Context: an optimization exercise on an open-source flow, tuned for small area. The choices shown serve that exercise and are no tape-out recipe. The RTL was checked by simulation tests, not by an equivalence proof against the original design. No activity file was given, so power comes from the tool's default toggle rates.

==> flow/design.v <==
module LightShow(Clock, Reset, Disp3, Disp2, Disp1, Disp0, LedRed, LedGrn);
  input Clock;
  input Reset;
  output [6:0] Disp3;
  output [6:0] Disp2;
  output [6:0] Disp1;
  output [6:0] Disp0;
  output [9:0] LedRed;
  output [7:0] LedGrn;
  reg [3:0] div;
  wire tick = (div == 4'd4);
  always @(posedge Clock)
    if (Reset) div <= 4'd10;
    else if (div == 4'd9) div <= 4'd0;
    else div <= div + 4'd1;
  reg [2:0] part;
  reg [4:0] A;
  reg [4:0] B;
  reg first;
  reg last, awrap;
  always @* begin
    last = 1'b0; awrap = 1'b0;
    case (part)
      3'd1: last = (A == 5'd27);
      3'd2: begin last = (A == 5'd11) && (B[3:0] == 4'd15); awrap = (A == 5'd11); end
      3'd3: begin last = (A == 5'd14) && (B[3:0] == 4'd10); awrap = 1'b0; end
      3'd4: begin awrap = (A == 5'd16); last = (A == 5'd12) && (B[4:3] == 2'd3); end
      3'd5: begin awrap = (A == 5'd30); last = (A == 5'd26) && B[3]; end
      3'd6: begin awrap = (A[2:0] == 3'd7); last = (A[2:0] == 3'd1) && (B == 5'd30); end
      default: last = 1'b1;
    endcase
  end
  always @(posedge Clock)
    if (Reset) begin
      part <= 3'd0; A <= 5'd0; B <= 5'd0; first <= 1'b1;
    end else if (tick) begin
      if (part == 3'd2) first <= 1'b0;
      if (last) begin
        part <= (part == 3'd7) ? 3'd1 : part + 3'd1;
        A <= 5'd0; B <= 5'd0;
      end else begin
        A <= awrap ? 5'd0 : (part == 3'd3 && B[4]) ? A - 5'd1 : A + 5'd1;
        case (part)
          3'd2: B[3:0] <= B[3:0] + 4'd1;
          3'd3: begin
            B[3:0] <= B[3:0] + 4'd1;
            B[4] <= B[4] ? (A != 5'd1) : (A == 5'd13);
          end
          3'd4: begin B[2:0] <= B[2:0] + 3'd1; B[4:3] <= B[4:3] + awrap; end
          3'd5: begin B[2:0] <= (B[2:0] == 3'd5) ? 3'd0 : B[2:0] + 3'd1; B[4:3] <= B[4:3] + awrap; end
          3'd6: B <= B + awrap;
          default: ;
        endcase
      end
    end
  wire [2:0] B2 = B[2:0];
  wire [3:0] B3 = B[3:0];
  wire [1:0] r = B[4:3];
  wire A0 = A[0];
  wire c = 1'b0;
  wire [7:0] P = 8'd1 << part;
  wire [31:0] T;
  genvar gi;
  generate for (gi = 0; gi < 32; gi = gi + 1) begin : th
    assign T[gi] = (A >= gi);
  end endgenerate
  wire [45:0] lit;
  reg [6:0] H;    
  always @* case (B3)
    4'd0: H = 7'h3f;
    4'd1: H = 7'h06;
    4'd2: H = 7'h5b;
    4'd3: H = 7'h4f;
    4'd4: H = 7'h66;
    4'd5: H = 7'h6d;
    4'd6: H = 7'h7d;
    4'd7: H = 7'h07;
    4'd8: H = 7'h7f;
    4'd9: H = 7'h6f;
    4'd10: H = 7'h77;
    4'd11: H = 7'h7c;
    4'd12: H = 7'h39;
    4'd13: H = 7'h5e;
    4'd14: H = 7'h79;
    4'd15: H = 7'h71;
  endcase
  wire P23 = P[2] | P[3];
  wire r0 = (r == 2'd0);
  assign lit[0] = (P[1] & ((T[26]))) | (P[2] & ((B2 == 3'd0))) | (P[3] & ((T[14]))) | (P[4] & ((B2 == 3'd0) | (B2 == 3'd1) | (B2 == 3'd6) | (B2 == 3'd7)) & 1'b1) | (P[5] & ((B2 == 3'd3) | (B2 == 3'd4) | (B2 == 3'd5)) & (!r0 | T[15])) | (P[6] & ((A0 == 1'd0)));
  assign lit[1] = (P[1] & ((T[25]))) | (P[2] & ((B2 == 3'd0) | (B2 == 3'd1) | (B2 == 3'd7))) | (P[3] & ((T[13]))) | (P[4] & ((B2 == 3'd0) | (B2 == 3'd1) | (B2 == 3'd2) | (B2 == 3'd7)) & 1'b1) | (P[5] & ((B2 == 3'd2) | (B2 == 3'd3) | (B2 == 3'd4)) & (!r0 | T[14])) | (P[6] & ((A0 == 1'd0)));
  assign lit[2] = (P[1] & ((T[24]))) | (P[2] & ((B2 == 3'd0) | (B2 == 3'd1) | (B2 == 3'd2) | (B2 == 3'd6) | (B2 == 3'd7))) | (P[3] & ((T[12]))) | (P[4] & ((B2 == 3'd0) | (B2 == 3'd1) | (B2 == 3'd2) | (B2 == 3'd3)) & 1'b1) | (P[5] & ((B2 == 3'd1) | (B2 == 3'd2) | (B2 == 3'd3)) & (!r0 | T[13])) | (P[6] & ((A0 == 1'd0)));
  assign lit[3] = (P[1] & ((T[23]))) | (P[2] & ((B2 == 3'd0) | (B2 == 3'd1) | (B2 == 3'd2) | (B2 == 3'd3) | (B2 == 3'd5) | (B2 == 3'd6) | (B2 == 3'd7))) | (P[3] & ((T[11]))) | (P[4] & ((B2 == 3'd1) | (B2 == 3'd2) | (B2 == 3'd3) | (B2 == 3'd4)) & (!r0 | T[1])) | (P[5] & ((B2 == 3'd0) | (B2 == 3'd1) | (B2 == 3'd2)) & (!r0 | T[12])) | (P[6] & ((A0 == 1'd0)));
  assign lit[4] = (P[1] & ((T[22]))) | (P[2] & ((B2 == 3'd1) | (B2 == 3'd2) | (B2 == 3'd3) | (B2 == 3'd4) | (B2 == 3'd5) | (B2 == 3'd6) | (B2 == 3'd7))) | (P[3] & ((T[10] & !T[14]))) | (P[4] & ((B2 == 3'd2) | (B2 == 3'd3) | (B2 == 3'd4) | (B2 == 3'd5)) & (!r0 | T[2])) | (P[5] & ((B2 == 3'd0) | (B2 == 3'd1) | (B2 == 3'd5)) & (!r0 | T[11])) | (P[6] & ((A0 == 1'd0)));
  assign lit[5] = (P[1] & ((T[21]))) | (P[2] & ((B2 == 3'd2) | (B2 == 3'd3) | (B2 == 3'd4) | (B2 == 3'd5) | (B2 == 3'd6))) | (P[3] & ((T[9] & !T[13]))) | (P[4] & ((B2 == 3'd3) | (B2 == 3'd4) | (B2 == 3'd5) | (B2 == 3'd6)) & (!r0 | T[3])) | (P[5] & ((B2 == 3'd0) | (B2 == 3'd4) | (B2 == 3'd5)) & (!r0 | T[10])) | (P[6] & ((A0 == 1'd0)));
  assign lit[6] = (P[1] & ((T[20]))) | (P[2] & ((B2 == 3'd3) | (B2 == 3'd4) | (B2 == 3'd5))) | (P[3] & ((T[8] & !T[12]))) | (P[4] & ((B2 == 3'd4) | (B2 == 3'd5) | (B2 == 3'd6) | (B2 == 3'd7)) & (!r0 | T[4])) | (P[5] & ((B2 == 3'd3) | (B2 == 3'd4) | (B2 == 3'd5)) & (!r0 | T[9])) | (P[6] & ((A0 == 1'd0)));
  assign lit[7] = (P[1] & ((T[19]))) | (P[2] & ((B2 == 3'd4))) | (P[3] & ((T[7] & !T[11]))) | (P[4] & ((B2 == 3'd0) | (B2 == 3'd5) | (B2 == 3'd6) | (B2 == 3'd7)) & (!r0 | T[5])) | (P[5] & ((B2 == 3'd2) | (B2 == 3'd3) | (B2 == 3'd4)) & (!r0 | T[8])) | (P[6] & ((A0 == 1'd0)));
  assign lit[8] = (P[1] & ((!T[1]) | (T[18]))) | (P[2] & ((T[6] & !T[7]))) | (P[3] & ((T[6] & !T[10]))) | (P[4] & ((B2 == 3'd0) | (B2 == 3'd1) | (B2 == 3'd6) | (B2 == 3'd7)) & (!r0 | T[6])) | (P[5] & ((B2 == 3'd1) | (B2 == 3'd2) | (B2 == 3'd3)) & (!r0 | T[7])) | (P[6] & ((A0 == 1'd1))) | (P[7] & 1'b1);
  assign lit[9] = (P[1] & ((T[1] & !T[2]) | (T[17]))) | (P[2] & ((T[5] & !T[8]))) | (P[3] & ((T[5] & !T[9]))) | (P[4] & ((B2 == 3'd0) | (B2 == 3'd1) | (B2 == 3'd2) | (B2 == 3'd7)) & (!r0 | T[7])) | (P[5] & ((B2 == 3'd0) | (B2 == 3'd1) | (B2 == 3'd2)) & (!r0 | T[6])) | (P[6] & ((A0 == 1'd1))) | (P[7] & 1'b1);
  assign lit[10] = (P[1] & ((T[2] & !T[3]) | (T[16]))) | (P[2] & ((T[4] & !T[9]))) | (P[3] & ((T[4] & !T[8]))) | (P[4] & ((B2 == 3'd0) | (B2 == 3'd1) | (B2 == 3'd2) | (B2 == 3'd3)) & (!r0 | T[8])) | (P[5] & ((B2 == 3'd0) | (B2 == 3'd1) | (B2 == 3'd5)) & (!r0 | T[5])) | (P[6] & ((A0 == 1'd1))) | (P[7] & 1'b1);
  assign lit[11] = (P[1] & ((!T[1]) | (T[3] & !T[4]) | (T[15]))) | (P[2] & ((T[3] & !T[10]))) | (P[3] & ((T[3] & !T[7]))) | (P[4] & ((B2 == 3'd1) | (B2 == 3'd2) | (B2 == 3'd3) | (B2 == 3'd4)) & (!r0 | T[9])) | (P[5] & ((B2 == 3'd0) | (B2 == 3'd4) | (B2 == 3'd5)) & (!r0 | T[4])) | (P[6] & ((A0 == 1'd1))) | (P[7] & 1'b1);
  assign lit[12] = (P[1] & ((T[1] & !T[2]) | (T[4] & !T[5]) | (T[14]))) | (P[2] & ((T[2] & !T[6]) | (T[7] & !T[11]))) | (P[3] & ((T[2] & !T[6]))) | (P[4] & ((B2 == 3'd2) | (B2 == 3'd3) | (B2 == 3'd4) | (B2 == 3'd5)) & (!r0 | T[10])) | (P[5] & ((B2 == 3'd3) | (B2 == 3'd4) | (B2 == 3'd5)) & (!r0 | T[3])) | (P[6] & ((A0 == 1'd1))) | (P[7] & 1'b1);
  assign lit[13] = (P[1] & ((T[2] & !T[3]) | (T[5] & !T[6]) | (T[13]))) | (P[2] & ((T[1] & !T[5]) | (T[8]))) | (P[3] & ((T[1] & !T[5]))) | (P[4] & ((B2 == 3'd3) | (B2 == 3'd4) | (B2 == 3'd5) | (B2 == 3'd6)) & (!r0 | T[11])) | (P[5] & ((B2 == 3'd2) | (B2 == 3'd3) | (B2 == 3'd4)) & (!r0 | T[2])) | (P[6] & ((A0 == 1'd1))) | (P[7] & 1'b1);
  assign lit[14] = (P[1] & ((!T[1]) | (T[3] & !T[4]) | (T[6] & !T[7]) | (T[12]))) | (P[2] & ((!T[4]) | (T[9]))) | (P[3] & ((!T[4]))) | (P[4] & ((B2 == 3'd4) | (B2 == 3'd5) | (B2 == 3'd6) | (B2 == 3'd7)) & (!r0 | T[12])) | (P[5] & ((B2 == 3'd1) | (B2 == 3'd2) | (B2 == 3'd3)) & (!r0 | T[1])) | (P[6] & ((A0 == 1'd1))) | (P[7] & 1'b1);
  assign lit[15] = (P[1] & ((T[1] & !T[2]) | (T[4] & !T[5]) | (T[7] & !T[8]) | (T[11]))) | (P[2] & ((!T[3]) | (T[10]))) | (P[3] & ((!T[3]))) | (P[4] & ((B2 == 3'd0) | (B2 == 3'd5) | (B2 == 3'd6) | (B2 == 3'd7)) & (!r0 | T[13])) | (P[5] & ((B2 == 3'd0) | (B2 == 3'd1) | (B2 == 3'd2)) & 1'b1) | (P[6] & ((A0 == 1'd1))) | (P[7] & 1'b1);
  assign lit[16] = (P[1] & ((T[2] & !T[3]) | (T[5] & !T[6]) | (T[8] & !T[9]) | (T[10]))) | (P[2] & ((!T[2]) | (T[11]))) | (P[3] & ((!T[2]))) | (P[4] & ((B2 == 3'd0) | (B2 == 3'd1) | (B2 == 3'd6) | (B2 == 3'd7)) & (!r0 | T[14])) | (P[5] & ((B2 == 3'd0) | (B2 == 3'd1) | (B2 == 3'd5)) & 1'b1) | (P[6] & ((A0 == 1'd1))) | (P[7] & 1'b1);
  assign lit[17] = (P[1] & ((T[3] & !T[4]) | (T[6] & !T[7]) | (T[9]))) | (P[2] & ((!T[1]))) | (P[3] & ((!T[1]))) | (P[4] & ((B2 == 3'd0) | (B2 == 3'd1) | (B2 == 3'd2) | (B2 == 3'd7)) & (!r0 | T[15])) | (P[5] & ((B2 == 3'd0) | (B2 == 3'd4) | (B2 == 3'd5)) & 1'b1) | (P[6] & ((A0 == 1'd1))) | (P[7] & 1'b1);
  assign lit[18] = (P[1] & ((T[26]))) | (P23 & H[0]) | (P[4] & ((T[10] & !T[14]))) | (P[5] & ((T[23] & !T[27]))) | (P[6] & ((B == 5'd2) | (B == 5'd8) | (B == 5'd10) | (B == 5'd12) | (B == 5'd16) | (B == 5'd17) | (B == 5'd20)));
  assign lit[19] = (P[1] & ((T[25]))) | (P23 & H[1]) | (P[4] & ((T[9] & !T[13]))) | (P[5] & ((!T[4]) | (T[24] & !T[28]))) | (P[6] & ((B == 5'd1) | (B == 5'd7) | (B == 5'd8) | (B == 5'd9) | (B == 5'd12) | (B == 5'd19) | (B == 5'd20) | (B == 5'd21)));
  assign lit[20] = (P[1] & ((T[24]))) | (P23 & H[2]) | (P[5] & ((T[1] & !T[5]) | (T[25] & !T[29]))) | (P[6] & ((B == 5'd1) | (B == 5'd5) | (B == 5'd7) | (B == 5'd8) | (B == 5'd9) | (B == 5'd12) | (B == 5'd14) | (B == 5'd19) | (B == 5'd20) | (B == 5'd21)));
  assign lit[21] = (P[1] & ((T[23]))) | (P23 & H[3]) | (P[4] & ((!T[4]))) | (P[5] & ((T[2] & !T[6]))) | (P[6] & ((B == 5'd2) | (B == 5'd3) | (B == 5'd4) | (B == 5'd5) | (B == 5'd9) | (B == 5'd10) | (B == 5'd16) | (B == 5'd17) | (B == 5'd19) | (B == 5'd21)));
  assign lit[22] = (P[1] & ((T[22]))) | (P23 & H[4]) | (P[5] & ((T[3] & !T[7]))) | (P[6] & ((B == 5'd1) | (B == 5'd2) | (B == 5'd3) | (B == 5'd4) | (B == 5'd5) | (B == 5'd7) | (B == 5'd8) | (B == 5'd9) | (B == 5'd10) | (B == 5'd12) | (B == 5'd14) | (B == 5'd15) | (B == 5'd16) | (B == 5'd17) | (B == 5'd19) | (B == 5'd20)));
  assign lit[23] = (P[1] & ((T[21]))) | (P23 & H[5]) | (P[5] & ((T[4] & !T[8]))) | (P[6] & ((B == 5'd1) | (B == 5'd2) | (B == 5'd3) | (B == 5'd4) | (B == 5'd7) | (B == 5'd8) | (B == 5'd9) | (B == 5'd10) | (B == 5'd12) | (B == 5'd15) | (B == 5'd16) | (B == 5'd17) | (B == 5'd20) | (B == 5'd21)));
  assign lit[24] = (P[1] & ((T[20]))) | (P23 & H[6]) | (P[4] & ((T[8] & !T[12]))) | (P[6] & ((B == 5'd1) | (B == 5'd2) | (B == 5'd5) | (B == 5'd7) | (B == 5'd8) | (B == 5'd10) | (B == 5'd12) | (B == 5'd14) | (B == 5'd17) | (B == 5'd19) | (B == 5'd20) | (B == 5'd21)));
  assign lit[25] = (P[1] & ((T[19]))) | (P23 & H[0]) | (P[4] & ((T[11] & !T[15]))) | (P[5] & ((T[5] & !T[9]))) | (P[6] & ((B == 5'd3) | (B == 5'd9) | (B == 5'd11) | (B == 5'd13) | (B == 5'd17) | (B == 5'd18) | (B == 5'd21)));
  assign lit[26] = (P[1] & ((T[18]))) | (P23 & H[1]) | (P[5] & ((T[22] & !T[26]))) | (P[6] & ((B == 5'd2) | (B == 5'd8) | (B == 5'd9) | (B == 5'd10) | (B == 5'd13) | (B == 5'd20) | (B == 5'd21) | (B == 5'd22)));
  assign lit[27] = (P[1] & ((T[17]))) | (P23 & H[2]) | (P[5] & ((T[21] & !T[25]))) | (P[6] & ((B == 5'd2) | (B == 5'd6) | (B == 5'd8) | (B == 5'd9) | (B == 5'd10) | (B == 5'd13) | (B == 5'd15) | (B == 5'd20) | (B == 5'd21) | (B == 5'd22)));
  assign lit[28] = (P[1] & ((T[16]))) | (P23 & H[3]) | (P[4] & ((T[1] & !T[5]))) | (P[5] & ((T[20] & !T[24]))) | (P[6] & ((B == 5'd3) | (B == 5'd4) | (B == 5'd5) | (B == 5'd6) | (B == 5'd10) | (B == 5'd11) | (B == 5'd17) | (B == 5'd18) | (B == 5'd20) | (B == 5'd22)));
  assign lit[29] = (P[1] & ((T[15]))) | (P23 & H[4]) | (P[5] & ((T[7] & !T[11]))) | (P[6] & ((B == 5'd2) | (B == 5'd3) | (B == 5'd4) | (B == 5'd5) | (B == 5'd6) | (B == 5'd8) | (B == 5'd9) | (B == 5'd10) | (B == 5'd11) | (B == 5'd13) | (B == 5'd15) | (B == 5'd16) | (B == 5'd17) | (B == 5'd18) | (B == 5'd20) | (B == 5'd21)));
  assign lit[30] = (P[1] & ((T[14]))) | (P23 & H[5]) | (P[5] & ((T[6] & !T[10]))) | (P[6] & ((B == 5'd2) | (B == 5'd3) | (B == 5'd4) | (B == 5'd5) | (B == 5'd8) | (B == 5'd9) | (B == 5'd10) | (B == 5'd11) | (B == 5'd13) | (B == 5'd16) | (B == 5'd17) | (B == 5'd18) | (B == 5'd21) | (B == 5'd22)));
  assign lit[31] = (P[1] & ((T[13]))) | (P23 & H[6]) | (P[4] & ((T[7] & !T[11]))) | (P[6] & ((B == 5'd2) | (B == 5'd3) | (B == 5'd6) | (B == 5'd8) | (B == 5'd9) | (B == 5'd11) | (B == 5'd13) | (B == 5'd15) | (B == 5'd18) | (B == 5'd20) | (B == 5'd21) | (B == 5'd22)));
  assign lit[32] = (P[1] & ((T[12]))) | (P23 & H[0]) | (P[4] & ((T[12]))) | (P[5] & ((T[17] & !T[21]))) | (P[6] & ((B == 5'd4) | (B == 5'd10) | (B == 5'd12) | (B == 5'd14) | (B == 5'd18) | (B == 5'd19) | (B == 5'd22)));
  assign lit[33] = (P[1] & ((T[11]))) | (P23 & H[1]) | (P[5] & ((T[18] & !T[22]))) | (P[6] & ((B == 5'd3) | (B == 5'd9) | (B == 5'd10) | (B == 5'd11) | (B == 5'd14) | (B == 5'd21) | (B == 5'd22) | (B == 5'd23)));
  assign lit[34] = (P[1] & ((T[10]))) | (P23 & H[2]) | (P[5] & ((T[19] & !T[23]))) | (P[6] & ((B == 5'd3) | (B == 5'd7) | (B == 5'd9) | (B == 5'd10) | (B == 5'd11) | (B == 5'd14) | (B == 5'd16) | (B == 5'd21) | (B == 5'd22) | (B == 5'd23)));
  assign lit[35] = (P[1] & ((T[9]))) | (P23 & H[3]) | (P[4] & ((T[2] & !T[6]))) | (P[5] & ((T[8] & !T[12]))) | (P[6] & ((B == 5'd4) | (B == 5'd5) | (B == 5'd6) | (B == 5'd7) | (B == 5'd11) | (B == 5'd12) | (B == 5'd18) | (B == 5'd19) | (B == 5'd21) | (B == 5'd23)));
  assign lit[36] = (P[1] & ((T[8]))) | (P23 & H[4]) | (P[5] & ((T[9] & !T[13]))) | (P[6] & ((B == 5'd3) | (B == 5'd4) | (B == 5'd5) | (B == 5'd6) | (B == 5'd7) | (B == 5'd9) | (B == 5'd10) | (B == 5'd11) | (B == 5'd12) | (B == 5'd14) | (B == 5'd16) | (B == 5'd17) | (B == 5'd18) | (B == 5'd19) | (B == 5'd21) | (B == 5'd22)));
  assign lit[37] = (P[1] & ((T[7]))) | (P23 & H[5]) | (P[5] & ((T[10] & !T[14]))) | (P[6] & ((B == 5'd3) | (B == 5'd4) | (B == 5'd5) | (B == 5'd6) | (B == 5'd9) | (B == 5'd10) | (B == 5'd11) | (B == 5'd12) | (B == 5'd14) | (B == 5'd17) | (B == 5'd18) | (B == 5'd19) | (B == 5'd22) | (B == 5'd23)));
  assign lit[38] = (P[1] & ((T[6]))) | (P23 & H[6]) | (P[4] & ((T[6] & !T[10]))) | (P[6] & ((B == 5'd3) | (B == 5'd4) | (B == 5'd7) | (B == 5'd9) | (B == 5'd10) | (B == 5'd12) | (B == 5'd14) | (B == 5'd16) | (B == 5'd19) | (B == 5'd21) | (B == 5'd22) | (B == 5'd23)));
  assign lit[39] = (P[1] & ((T[5]))) | (P23 & H[0]) | (P[4] & (({A,r} == 7'd1) | ({A,r} == 7'd2) | ({A,r} == 7'd3) | ({A,r} == 7'd52) | ({A,r} == 7'd53) | ({A,r} == 7'd54) | ({A,r} == 7'd56) | ({A,r} == 7'd57) | ({A,r} == 7'd58) | ({A,r} == 7'd60) | ({A,r} == 7'd61) | ({A,r} == 7'd62) | ({A,r} == 7'd64) | ({A,r} == 7'd65) | ({A,r} == 7'd66))) | (P[5] & ((T[11] & !T[15]))) | (P[6] & ((B == 5'd5) | (B == 5'd11) | (B == 5'd13) | (B == 5'd15) | (B == 5'd19) | (B == 5'd20) | (B == 5'd23)));
  assign lit[40] = (P[1] & ((T[4]))) | (P23 & H[1]) | (P[5] & ((T[16] & !T[20]))) | (P[6] & ((B == 5'd4) | (B == 5'd10) | (B == 5'd11) | (B == 5'd12) | (B == 5'd15) | (B == 5'd22) | (B == 5'd23) | (B == 5'd24)));
  assign lit[41] = (P[1] & ((T[3]))) | (P23 & H[2]) | (P[5] & ((T[15] & !T[19]))) | (P[6] & ((B == 5'd4) | (B == 5'd8) | (B == 5'd10) | (B == 5'd11) | (B == 5'd12) | (B == 5'd15) | (B == 5'd17) | (B == 5'd22) | (B == 5'd23) | (B == 5'd24)));
  assign lit[42] = (P[1] & ((T[2]))) | (P23 & H[3]) | (P[4] & ((T[3] & !T[7]))) | (P[5] & ((T[14] & !T[18]))) | (P[6] & ((B == 5'd5) | (B == 5'd6) | (B == 5'd7) | (B == 5'd8) | (B == 5'd12) | (B == 5'd13) | (B == 5'd19) | (B == 5'd20) | (B == 5'd22) | (B == 5'd24)));
  assign lit[43] = (P[1] & ((T[1]))) | (P23 & H[4]) | (P[4] & ((T[4] & !T[8]))) | (P[5] & ((T[13] & !T[17]))) | (P[6] & ((B == 5'd4) | (B == 5'd5) | (B == 5'd6) | (B == 5'd7) | (B == 5'd8) | (B == 5'd10) | (B == 5'd11) | (B == 5'd12) | (B == 5'd13) | (B == 5'd15) | (B == 5'd17) | (B == 5'd18) | (B == 5'd19) | (B == 5'd20) | (B == 5'd22) | (B == 5'd23)));
  assign lit[44] = (P[1] & 1'b1) | (P23 & H[5]) | (P[5] & ((T[12] & !T[16]))) | (P[6] & ((B == 5'd4) | (B == 5'd5) | (B == 5'd6) | (B == 5'd7) | (B == 5'd10) | (B == 5'd11) | (B == 5'd12) | (B == 5'd13) | (B == 5'd15) | (B == 5'd18) | (B == 5'd19) | (B == 5'd20) | (B == 5'd23) | (B == 5'd24)));
  assign lit[45] = (P[1] & 1'b1) | (P23 & H[6]) | (P[4] & ((T[5] & !T[9]))) | (P[6] & ((B == 5'd4) | (B == 5'd5) | (B == 5'd8) | (B == 5'd10) | (B == 5'd11) | (B == 5'd13) | (B == 5'd15) | (B == 5'd17) | (B == 5'd20) | (B == 5'd22) | (B == 5'd23) | (B == 5'd24)));
  wire fix = !first & P[2] & (B[3:0] == 4'd0) & (A == 5'd0);
  wire [27:0] sd = lit[45:18] ^ ({28{fix}} & {4{7'h3f ^ 7'h7c}});
  assign Disp3 = ~sd[27:21];
  assign Disp2 = ~sd[20:14];
  assign Disp1 = ~sd[13:7];
  assign Disp0 = ~sd[6:0];
  assign LedRed = lit[17:8];
  assign LedGrn = lit[7:0];
endmodule
==> flow/flow/run.sh <==
#!/bin/bash
# Own layout flow: the standard flow (standard.sh) with two changes.
#  1. After the standard synthesis, its combinational logic is re-mapped for area by Yosys/ABC
#     (resynth.tcl with abc_area.script), with a portfolio of runs (ABC deepsyn seeds, start-up passes and mappers, four at a time);
#     the smallest result is kept. The flip-flops keep their instances, names and cell types.
#  2. Ports are buffered with sky130_fd_sc_hd__buf_1 (BUFFER_PORTS_ARGS) instead of the default
#     buffer; every input and output port still gets its buffer.
# Each tool's output goes to a log file in the work folder.
set -euo pipefail
W=$(pwd)
F=$W/flow
R=$W/orfs/results/$FLOW_PLATFORM/LightShow/base
YOSYS=$FLOW_HOME/../tools/install/yosys/bin/yosys
[ -x "$YOSYS" ] || YOSYS=$(command -v yosys)
LIB=$FLOW_HOME/platforms/$FLOW_PLATFORM/lib/sky130_fd_sc_hd__tt_025C_1v80.lib
export BUFFER_PORTS_ARGS="-buffer_cell sky130_fd_sc_hd__buf_1"

bash standard.sh synth > $W/std_synth.log 2>&1
cp $R/1_2_yosys.v $W/std_1_2_yosys.v

# sequential cells of the standard netlist stay as they are
KEEP=$(grep -oE '^\s*sky130_fd_sc_hd__[a-z0-9_]+' $W/std_1_2_yosys.v | tr -d ' ' | sort -u \
       | grep -E '__(df|edf|sdf|dl|sdl)' | tr '\n' ' ' || true)
DONT_USE="sky130_fd_sc_hd__probe_p_8 sky130_fd_sc_hd__probec_p_8 sky130_fd_sc_hd__lpflow_*"
# portfolio: deepsyn seed x start-up pass x mapper; each run is an equivalent netlist of the same
# combinational logic, and the smallest one is kept
RUNS=""
for s in 1 2 3 4; do
  for v in p d r; do RUNS="$RUNS $v$s"; done
  RUNS="$RUNS m$s"
done
PAR=${NUM_CORES:-4}
n=0
for run in $RUNS; do
  v=${run:0:1}; s=${run:1}
  case $v in
    p|m) pre="" ;;
    d) pre="dch -f; strash" ;;
    r) pre="balance; rewrite; refactor; balance; rewrite -z; balance; refactor -z; rewrite -z; balance" ;;
  esac
  if [ $v = m ]; then map="map -a"; else map="amap"; fi
  sed -e "s/@SEED@/$s/" -e "s/@PRE@/$pre/" -e "s/@MAP@/$map/" $F/abc_area.script | tr ';' '\n' \
    | sed 's/^ *//' > $W/abc_area_$run.script
  RS_LIB=$LIB RS_KEEP="$KEEP" RS_DONT_USE="$DONT_USE" RS_IN=$W/std_1_2_yosys.v RS_TOP=$FLOW_TOP \
    RS_ABC=$W/abc_area_$run.script RS_STAT=$W/resynth_stat_$run.txt RS_OUT=$W/resynth_$run.v \
    $YOSYS -c $F/resynth.tcl > $W/resynth_$run.log 2>&1 &
  n=$((n+1)); if [ $((n % PAR)) -eq 0 ]; then wait; fi
done
wait
best=""; besta=""
for run in $RUNS; do
  a=$(grep "Chip area" $W/resynth_stat_$run.txt 2>/dev/null | awk '{print $NF}' || true)
  echo "run $run: ${a:-failed}" >> $W/resynth_choice.log
  if [ -n "$a" ] && { [ -z "$besta" ] || awk -v a="$a" -v b="$besta" 'BEGIN{exit !(a<b)}'; }; then
    best=$run; besta=$a
  fi
done
if [ -z "$best" ]; then echo "resynthesis failed" >&2; exit 1; fi
echo "kept seed $best ($besta)" >> $W/resynth_choice.log
cp $W/resynth_$best.v $R/1_2_yosys.v
rm -f $R/1_synth.odb

bash standard.sh finish > $W/std_finish.log 2>&1
==> flow/flow/abc_area.script <==
strash
@PRE@
&get -n
&deepsyn -T 90 -S @SEED@
&put
dch -f
@MAP@
topo
==> flow/flow/resynth.tcl <==
# Yosys script (run by run.sh): re-maps the combinational logic of the standard synthesis's
# netlist for area with ABC (abc_area.script). The flip-flop instances keep their names and
# cell types: their cells are black boxes here, so ABC never sees them.
yosys -import
set lib $::env(RS_LIB)
read_liberty -overwrite -setattr liberty_cell -lib $lib
read_liberty -overwrite -ignore_miss_func $lib
foreach ff [split $::env(RS_KEEP) " "] { if {$ff ne ""} { blackbox $ff } }
read_verilog $::env(RS_IN)
hierarchy -top $::env(RS_TOP)
flatten
opt_clean -purge
set dua {}
foreach c [split $::env(RS_DONT_USE) " "] { if {$c ne ""} { lappend dua -dont_use $c } }
abc -liberty $lib {*}$dua -script $::env(RS_ABC)
opt_clean -purge
hilomap -singleton -hicell sky130_fd_sc_hd__conb_1 HI -locell sky130_fd_sc_hd__conb_1 LO
splitnets
opt_clean -purge
tee -o $::env(RS_STAT) stat -liberty $lib
write_verilog -noattr -nohex -nodec $::env(RS_OUT)
==> flow/standard.sh <==
#!/bin/bash
# synth_recipe.tcl (not shown) runs the flow's synth.tcl, then flattens the netlist and writes it again
# the make line also repeats each setting of config.mk as NAME=value (left out here)
make -C /OpenROAD-flow-scripts/flow DESIGN_CONFIG=/design/flow/config.mk WORK_HOME=/design/flow/orfs CLKGATE_MAP_FILE= SYNTH_SCRIPT=/design/flow/synth_recipe.tcl "${@:-finish}"
==> flow/config.mk <==
export PLATFORM = sky130hd
export DESIGN_NAME = LightShow
export DESIGN_NICKNAME = LightShow
export VERILOG_FILES = /design/flow/design.v
export SDC_FILE = /design/flow/constraint.sdc
export NUM_CORES = 4
export LEC_CHECK = 0
export CAP_MARGIN = 20
export CORE_MARGIN = 2
export CORE_UTILIZATION = 35
export CTS_BUF_LIST = sky130_fd_sc_hd__clkbuf_4
export CTS_CLUSTER_DIAMETER = 100
export CTS_CLUSTER_SIZE = 20
export PLACE_DENSITY = 0.5
export SLEW_MARGIN = 20
==> flow/constraint.sdc <==
create_clock -name core_clock -period 10.0 [get_ports {Clock}]
set_input_delay 2.0000 -clock core_clock [delete_from_list [all_inputs] [get_ports {Clock}]]
set_output_delay 2.0000 -clock core_clock [all_outputs]
set_load 0.01 [all_outputs]
==> results of run 1 <==
worst max-delay path, cell delays in order, from the launching register on:
cell and delay [ps]:
dfxtp_1 800, clkinv_1 760, nor2_1 500, clkinv_1 360, nor2_1 630, clkinv_1 230
o21ai_0 390, nor2_1 180, o21ai_0 350, o221ai_1 270, o21a_1 280, nor4_1 270
buf_1 200
layer usage:
metal	GRT usage (%)	part of all wire, %	vias up
li1	-	-	2087
met1	47.4	35	2199
met2	53.3	38	560
met3	13.4	18	171
met4	22.5	9.3	0
met5	0	0	-
cell usage in the layout (no fill, tap or decap), types with 7 or more instances in the layout:
cell type and instances:
a221oi_1 9, a211oi_1 8, buf_1 47, nor2_1 175, dfxtp_1 18, nand2_1 36
o211ai_1 12, nand3_1 10, o221ai_1 9, a21oi_1 29, clkinv_1 73, o21ai_0 44
nor4_1 13, nor3_1 41, o22ai_1 7
metrics by stage:
stage	std cells	setup slack, ps
detailed placement	698	3250
global placement	698	2950
floorplan	541	5130
global route	702	2430
finish	702	2500
CTS	702	2900
state kept, by name, summed over array words and instances, names as in the netlist:
name and flops:
A 5, B 5, div 4, part 3
first 1
how the worst min path moves through the flow:
stage / slack, ps / startpoint / endpoint / cells after the start
global placement: 410 / div[0]$_SDFF_PP0_ / div[0]$_SDFF_PP0_ / 1
detailed placement: 430 / div[0]$_SDFF_PP0_ / div[0]$_SDFF_PP0_ / 1
finish: 440 / div[0]$_SDFF_PP0_ / div[0]$_SDFF_PP0_ / 1
CTS: 450 / div[0]$_SDFF_PP0_ / div[0]$_SDFF_PP0_ / 1
floorplan: 400 / div[0]$_SDFF_PP0_ / div[0]$_SDFF_PP0_ / 1
global route: 470 / div[0]$_SDFF_PP0_ / div[0]$_SDFF_PP0_ / 1
layout make-up:
type                            count  area [um^2]
Clock buffer                        3         22.5
Clock inverter                      1         3.75
Fill cell                         937         4870
Inverter                           72          270
Multi-Input combinational cell    451         2310
Sequential cell                    18          360
Tap cell                          105          131
Timing Repair Buffer               52          214
where the power goes:
group / leakage [nW] / internal, mW / switching, mW
clock network: 0.0154 / 0.0145 / 0.0219
logic: 0.870 / 0.00212 / 0.00417
registers: 0.146 / 0.0730 / 0.000833
total: 1.03 / 0.0896 / 0.0269
==> flow_summary.json, run 1 <==
{
  "syn-cell-area_um2": 2940,
  "crit_path_end_kind": "output port",
  "clk_pin_slew_worst_paths_ps": 100,
  "start_kind": "flip-flop",
  "dr.pass1.iters": 20,
  "start_util_pct": 35.9,
  "wl_per_cell_um": 24.7,
  "placed_area_um2": 3280,
  "finalPower_mw": 0.116,
  "worst-r2r-setup-slack_ps": 4930,
  "slew_viol_final": 0,
  "root_buffer": "clkbuf_4",
  "cp_max_fo": 15,
  "hold_path_class": "reg2reg",
  "drt_wl_total_mm": 17.3,
  "endpoint": "Disp0[3]",
  "power_leakage_nw": 1.03,
  "finalCriticalPeriod_ps": 7500,
  "gp_congestion": 1.24,
  "setup_tns_ps": 0,
  "r2r-end": "A[2]$_SDFFE_PP0P_",
  "layout.nets": 600,
  "clock_latency_ps": 290,
  "skew_ps": 7.10,
  "outcome": "no timing/DRC/antenna violations",
  "crit_start": "B[2]$_SDFFE_PP0P_",
  "insertedDiodeCount": 0,
  "reg2regPathDepth": 16,
  "arrival_ps": 5500,
  "worst_slew_pin_slew_ps": 920,
  "stdcell_area_um2": 3310,
  "grt_max_degree": 20,
  "port_buffers": 47,
  "via_per_inst": 7.15,
  "relSlewSlack_pct": 37.1,
  "vdd_drop_max_mv": 0.0720,
  "die-width_um": 95.6,
  "cts_setup_buffers": 0,
  "drc": 0,
  "grt_pass1_wl_mm": 25.5,
  "worstReg2RegStart": "A[1]$_SDFFE_PP0P_",
  "cts_buffer_depth": 2,
  "dieArea_um2": 9140,
  "die_y_um": 95.6,
  "fmax_mhz": 133,
  "holdWs_ps": 444,
  "area_growth_pct": 12.7,
  "cts_buffers": 3,
  "dr_total_vias": 5017,
  "placementRows": 33,
  "final_core_util_pct": 40.5,
  "hold_viol": 0,
  "syn_inst": 541,
  "drive_above_1_share_pct": 1.34,
  "cts_resized": 0,
  "cap_viol_max_count": 0,
  "cts_hold_buf": 0,
  "htree_levels": 1,
  "period_share_pct": 75.0,
  "clock_sinks": 18,
  "io_pins": 48,
  "dpl.hpwl_mm": 13.4,
  "grt.overflow.total": 0,
  "synth_warnings": 1,
  "path_class": "reg2out",
  "finalSetupViolations": 0,
  "track_usage_pct": 37.3,
  "synth_area_per_cell_um2": 5.43,
  "antenna_found_initial": 0,
  "rsz0062_at_grt": "no",
  "cp_data_required_time_ps": 8000,
  "first_iter_violations": 1161,
  "power.density_nw_per_um2": 35.2,
  "cts_tree": "done",
  "coreArea_um2": 8180,
  "ant_nets": 0,
  "syn_nets": 543,
  "grt_pass1_vias": 4587
}
==> inputs of run 2 (changes only) <==
--- a/flow/flow/run.sh
+++ b/flow/flow/run.sh
@@ -24,11 +24,7 @@
 DONT_USE="sky130_fd_sc_hd__probe_p_8 sky130_fd_sc_hd__probec_p_8 sky130_fd_sc_hd__lpflow_*"
 # portfolio: deepsyn seed x start-up pass x mapper; each run is an equivalent netlist of the same
 # combinational logic, and the smallest one is kept
-RUNS=""
-for s in 1 2 3 4; do
-  for v in p d r; do RUNS="$RUNS $v$s"; done
-  RUNS="$RUNS m$s"
-done
+RUNS="p1 p2 p3 p4 p5 p6 p7 p8 d1 d2 d3 d4 r1 r2 r3 r4"
 PAR=${NUM_CORES:-4}
 n=0
 for run in $RUNS; do
--- a/flow/config.mk
+++ b/flow/config.mk
@@ -11,5 +11,6 @@
 export CTS_BUF_LIST = sky130_fd_sc_hd__clkbuf_4
 export CTS_CLUSTER_DIAMETER = 100
 export CTS_CLUSTER_SIZE = 20
+export GPL_TIMING_DRIVEN = 0
 export PLACE_DENSITY = 0.5
 export SLEW_MARGIN = 20
==> flow_summary.json, run 2 <==
{
  "finalCriticalPeriod_ps": 7470,
  "dpl.hpwl_mm": 13.0,
  "finalSetupViolations": 0,
  "final_cell_mix": "nor2_1 (175), clkinv_1 (73), buf_1 (47), o21ai_0 (43), nor3_1 (41)",
  "final_cells": 697,
  "die-width_um": 95.6,
  "cp_data_required_time_ps": 8000,
  "start_util_pct": 35.9,
  "io_pins": 48,
  "rsz0062_at_grt": "no",
  "grt_pass1_vias": 4404,
  "die_y_um": 95.6,
  "cts_setup_buffers": 0,
  "wl_per_cell_um": 23.8,
  "power.density_nw_per_um2": 35.7,
  "power_leakage_nw": 1.00,
  "fmax_mhz": 134,
  "via_per_inst": 7.05,
  "cap_viol_max_count": 0,
  "root_buffer": "clkbuf_4",
  "place_ws_ps": 3350,
  "ant_nets": 0,
  "area_growth_pct": 11.4,
  "drt_wl_total_mm": 16.6,
  "worst_slew_pin_slew_ps": 1090,
  "port_buffers": 47,
  "coreArea_um2": 8180,
  "hold_viol": 0,
  "dr.pass1.iters": 7,
  "synth_area_per_cell_um2": 5.43,
  "synth_warnings": 1,
  "layout.nets": 595,
  "stdcell_area_um2": 3270,
  "grt_pass1_wl_mm": 24.9,
  "period_share_pct": 74.7,
  "htree_levels": 1,
  "clk_pin_slew_worst_paths_ps": 100,
  "clock_sinks": 18,
  "placed_area_um2": 3240,
  "cts_tree": "done",
  "track_usage_pct": 36.2,
  "drc": 0,
  "cp_max_fo": 15,
  "outcome": "no timing/DRC/antenna violations",
  "cts_buffer_depth": 2,
  "relSlewSlack_pct": 26.8,
  "slew_viol_final": 0,
  "finalPower_mw": 0.117,
  "final_common_cell": "nor2_1",
  "dr_total_vias": 4914,
  "syn_inst": 541,
  "skew_ps": 7.03,
  "reg_top3": "A x5, B x5, div x4",
  "hold_path_class": "reg2reg",
  "drive_above_1_share_pct": 0.507,
  "syn-cell-area_um2": 2940,
  "antenna_found_initial": 0,
  "cts_buffers": 3,
  "placementRows": 33,
  "path_class": "reg2out",
  "clock_latency_ps": 290,
  "grt_max_degree": 20,
  "grt.overflow.total": 0,
  "cts_resized": 0,
  "crit_path_end_kind": "output port",
  "setup_slack_ps": 2530,
  "setup_tns_ps": 0,
  "gp_congestion": 1.09,
  "insertedDiodeCount": 0,
  "arrival_ps": 5470,
  "first_iter_violations": 1064,
  "place_inst": 693,
  "syn_nets": 543,
  "vdd_drop_max_mv": 0.0679,
  "start_kind": "flip-flop",
  "cts_hold_buf": 0,
  "dieArea_um2": 9140
}
run 2: worst paths after layout:
kind	from	endpoint	slack, ps	depth (start not counted)
worst max-delay path	B[2]$_SDFFE_PP0P_	Disp0[3]	2530	12
worst min-delay path	div[0]$_SDFF_PP0_	div[0]$_SDFF_PP0_	450	1
worst max register to register	A[1]$_SDFFE_PP0P_	A[2]$_SDFFE_PP0P_	4660	15
worst min register to register	div[0]$_SDFF_PP0_	div[0]$_SDFF_PP0_	450	1
run 2: per-stage QoR:
step / util, % / hold slack [ps]
2_1_floorplan: - / 402
3_5_place_dp: 39.7 / 429
5_1_grt: 40.0 / 470
6_report: 40.0 / 454
3_3_place_gp: 39.7 / 420
4_1_cts: 40.0 / 453
run 2: critical path, stage by stage (launching register included):
cell,delay (ps)
dfxtp_1,810
clkinv_1,760
nor2_1,500
clkinv_1,360
nor2_1,470
clkinv_1,200
o21ai_0,320
nor2_1,180
o21ai_0,470
o221ai_1,340
o21a_1,270
nor4_1,290
buf_1,190
run 2: cell type report:
cell class	count	area [um^2]
sequential	18	360
timing repair buffer	47	176
inverter	72	270
multi-input combinational	451	2310
fill	974	4900
tap	105	131
clock inverter	1	3.75
clock buffer	3	22.5
run 2: power breakdown:
| part | internal, mW | leakage, nW | switching (mW) |
|---|---|---|---|
| clock network | 0.0145 | 0.0154 | 0.0221 |
| logic | 0.00212 | 0.844 | 0.00423 |
| registers | 0.0730 | 0.146 | 0.000821 |
| total | 0.0896 | 1.00 | 0.0272 |
run 2: routing by layer:
layer,share of wire [%],GRT usage [%],up-vias
li1,-,-,2071
met1,36,47.2,2155
met2,40,52.4,538
met3,16,10.4,150
met4,8.6,21.2,0
met5,0,0,-
==> inputs of run 3 (changes only) <==
--- a/flow/design.v
+++ b/flow/design.v
@@ -16,7 +16,6 @@
   reg [2:0] part;
   reg [4:0] A;
   reg [4:0] B;
-  reg first;
   reg last, awrap;
   always @* begin
     last = 1'b0; awrap = 1'b0;
@@ -32,12 +31,12 @@
   end
   always @(posedge Clock)
     if (Reset) begin
-      part <= 3'd0; A <= 5'd0; B <= 5'd0; first <= 1'b1;
+      part <= 3'd0; A <= 5'd0; B <= 5'd0;
     end else if (tick) begin
-      if (part == 3'd2) first <= 1'b0;
       if (last) begin
         part <= (part == 3'd7) ? 3'd1 : part + 3'd1;
-        A <= 5'd0; B <= 5'd0;
+        A <= 5'd0;
+        B <= (part == 3'd7) ? 5'd1 : (part == 3'd1) ? {B[0], 4'd0} : 5'd0;
       end else begin
         A <= awrap ? 5'd0 : (part == 3'd3 && B[4]) ? A - 5'd1 : A + 5'd1;
         case (part)
@@ -132,7 +131,7 @@
   assign lit[43] = (P[1] & ((T[1]))) | (P23 & H[4]) | (P[4] & ((T[4] & !T[8]))) | (P[5] & ((T[13] & !T[17]))) | (P[6] & ((B == 5'd4) | (B == 5'd5) | (B == 5'd6) | (B == 5'd7) | (B == 5'd8) | (B == 5'd10) | (B == 5'd11) | (B == 5'd12) | (B == 5'd13) | (B == 5'd15) | (B == 5'd17) | (B == 5'd18) | (B == 5'd19) | (B == 5'd20) | (B == 5'd22) | (B == 5'd23)));
   assign lit[44] = (P[1] & 1'b1) | (P23 & H[5]) | (P[5] & ((T[12] & !T[16]))) | (P[6] & ((B == 5'd4) | (B == 5'd5) | (B == 5'd6) | (B == 5'd7) | (B == 5'd10) | (B == 5'd11) | (B == 5'd12) | (B == 5'd13) | (B == 5'd15) | (B == 5'd18) | (B == 5'd19) | (B == 5'd20) | (B == 5'd23) | (B == 5'd24)));
   assign lit[45] = (P[1] & 1'b1) | (P23 & H[6]) | (P[4] & ((T[5] & !T[9]))) | (P[6] & ((B == 5'd4) | (B == 5'd5) | (B == 5'd8) | (B == 5'd10) | (B == 5'd11) | (B == 5'd13) | (B == 5'd15) | (B == 5'd17) | (B == 5'd20) | (B == 5'd22) | (B == 5'd23) | (B == 5'd24)));
-  wire fix = !first & P[2] & (B[3:0] == 4'd0) & (A == 5'd0);
+  wire fix = P[2] & B[4] & (B[3:0] == 4'd0) & (A == 5'd0);
   wire [27:0] sd = lit[45:18] ^ ({28{fix}} & {4{7'h3f ^ 7'h7c}});
   assign Disp3 = ~sd[27:21];
   assign Disp2 = ~sd[20:14];
==> flow_summary.json, run 3 <==
{
  "finalSetupViolations": 0,
  "first_iter_violations": 958,
  "clock_latency_ps": 300,
  "power.density_nw_per_um2": 45.1,
  "via_per_inst": 7.01,
  "die_y_um": 96.0,
  "worst_slew_pin_slew_ps": 1040,
  "grt_max_degree": 18,
  "coreArea_um2": 8220,
  "fmax_mhz": 152,
  "path_buf_inv": 4,
  "reg2regPathDepth": 16,
  "layout.nets": 608,
  "final_cell_mix": "nor2_1 (177), clkinv_1 (76), buf_1 (47), o21ai_0 (41), nand2_1 (41)",
  "clock_sinks": 17,
  "setup_tns_ps": 0,
  "outcome": "no timing/DRC/antenna violations",
  "period_share_pct": 65.8,
  "cts_setup_buffers": 0,
  "hold_start": "div[0]$_SDFF_PP0_",
  "synth_warnings": 1,
  "cts_tree": "done",
  "syn-cell-area_um2": 2960,
  "vdd_drop_max_mv": 0.0783,
  "drc": 0,
  "power_leakage_nw": 0.982,
  "drt_wl_total_mm": 17.6,
  "cts_buffers": 3,
  "cp_data_required_time_ps": 8000,
  "io_pins": 48,
  "dr_total_vias": 4977,
  "cts_hold_buf": 0,
  "holdWs_ps": 463,
  "antenna_found_initial": 0,
  "insertedDiodeCount": 0,
  "arrival_ps": 4580,
  "hold_viol": 0,
  "gp_congestion": 1.12,
  "ant_nets": 0,
  "path_class": "reg2out",
  "grt_pass1_wl_mm": 26.3,
  "start_kind": "flip-flop",
  "rsz0062_at_grt": "no",
  "place_inst": 706,
  "clk_pin_slew_worst_paths_ps": 100,
  "grt.overflow.total": 0,
  "setup_slack_ps": 3420,
  "hold_path_class": "reg2reg",
  "fillerInstances": 948,
  "reg_top3": "A x5, B x5, div x4",
  "path_cells": "clkinv_1 -> nor2_1 -> clkinv_1 -> nor2_1 -> clkinv_1 -> nor2_1 -> nor3_1 -> nand2_1 -> o21ai_0 -> a2111oi_0 -> buf_1",
  "hold_path_depth": 1,
  "final_common_cell": "nor2_1",
  "cp_top_family": "simple AND/OR/NAND/NOR gates",
  "final_cells": 710,
  "drive_above_1_share_pct": 0.661,
  "synth_area_per_cell_um2": 5.34,
  "dpl.hpwl_mm": 13.9,
  "crit_path_end_kind": "output port",
  "worstReg2RegStart": "part[0]$_SDFFE_PP0P_",
  "relSlewSlack_pct": 29.9,
  "cp.depth": 11,
  "dr.pass1.iters": 7,
  "slew_viol_final": 0,
  "cts_resized": 0,
  "track_usage_pct": 38.5,
  "place_ws_ps": 4050,
  "cp_max_fo": 12,
  "htree_levels": 1,
  "grt_pass1_vias": 4544,
  "port_buffers": 47,
  "area_growth_pct": 11.4,
  "placementRows": 33,
  "finalCriticalPeriod_ps": 6580,
  "die-width_um": 96.0,
  "dieArea_um2": 9210,
  "cp_slowest_cell": "dfxtp_1",
  "crit_start": "B[1]$_SDFFE_PP0P_",
  "start_util_pct": 36.0,
  "skew_ps": 12.5,
  "wl_per_cell_um": 24.8,
  "syn_inst": 554,
  "cts_buffer_depth": 2,
  "cap_viol_max_count": 0,
  "syn_nets": 556,
  "max_stage_delay_ps": 640,
  "root_buffer": "clkbuf_4"
}
==> run 3: report_power, final <==
part	internal, mW	switching, mW
registers	0.0705	0.00646
clock network	0.0153	0.0222
logic	0.00660	0.0278
total	0.0924	0.0564
==> run 3: path summary, 6_finish.rpt <==
kind                        to  slack, ps
max                   Disp0[0]       3420
min          div[0]$_SDFF_PP0_        460
max reg2reg  A[4]$_SDFFE_PP0P_       5090
min reg2reg  div[0]$_SDFF_PP0_        460
==> run 3: area by class of cell <==
cell class                      instances  area, um^2  share of cell area, %
Tap cell                              105         131                   3.98
Clock inverter                          1        7.51                  0.228
Sequential cell                        17         340                   10.3
Inverter                               76         285                   8.65
Timing Repair Buffer                   47         176                   5.35
Clock buffer                            3        22.5                  0.683
Multi-Input combinational cell        461        2330                   70.8
==> run 3: per-stage QoR <==
stage	utilization [%]	instance area (um^2)	power, mW
after global placement	39.8	3270	0.111
after detailed placement	39.8	3270	0.110
after floorplan	-	2960	0.0964
after global routing	40.1	3300	0.157
after CTS	40.1	3300	0.148
final	40.1	3300	0.149
==> run 3: metal layers <==
metal / share of wire (%) / routed length, um / global-route usage (%)
met3: 16 / 2730 / 11.0
met1: 36 / 6310 / 48.7
met2: 40 / 6990 / 56.1
met4: 8.9 / 1560 / 26.2
met5: 0 / 0 / 0

-- what the ideal ports hide --
Ports are ideal in the flow. The routed layouts listed here were re-timed in OpenROAD.
Step 1 sets driving cells, clkbuf_16 on the clock port and buf_2 on the other inputs (assumed; they add their load-dependent delay and slew).
Step 2 adds t to the input delays and takes it off the output delays; t is the mean of the earliest and latest rising clock arrival at the registers after step 1. Input paths then give back, and output paths get back, about the clock's delay inside the block.
a / b / c = ideal ports / drivers / drivers and shift; a / b = the first two.
run	shift t [ns]	slack for setup (ns)	worst setup path after step 2	clock arrival spread, ns	worst slew at a driven data input, ns
run 1	0.309	2.499 / 2.478 / 2.788	register to output	0.007 / 0.007	0.03
run 2	0.307	2.533 / 2.514 / 2.822	register to output	0.007 / 0.007	0.03
run 3	0.316	3.417 / 3.397 / 3.713	register to output	0.013 / 0.012	0.03
After both steps setup and hold are still met in every run listed.
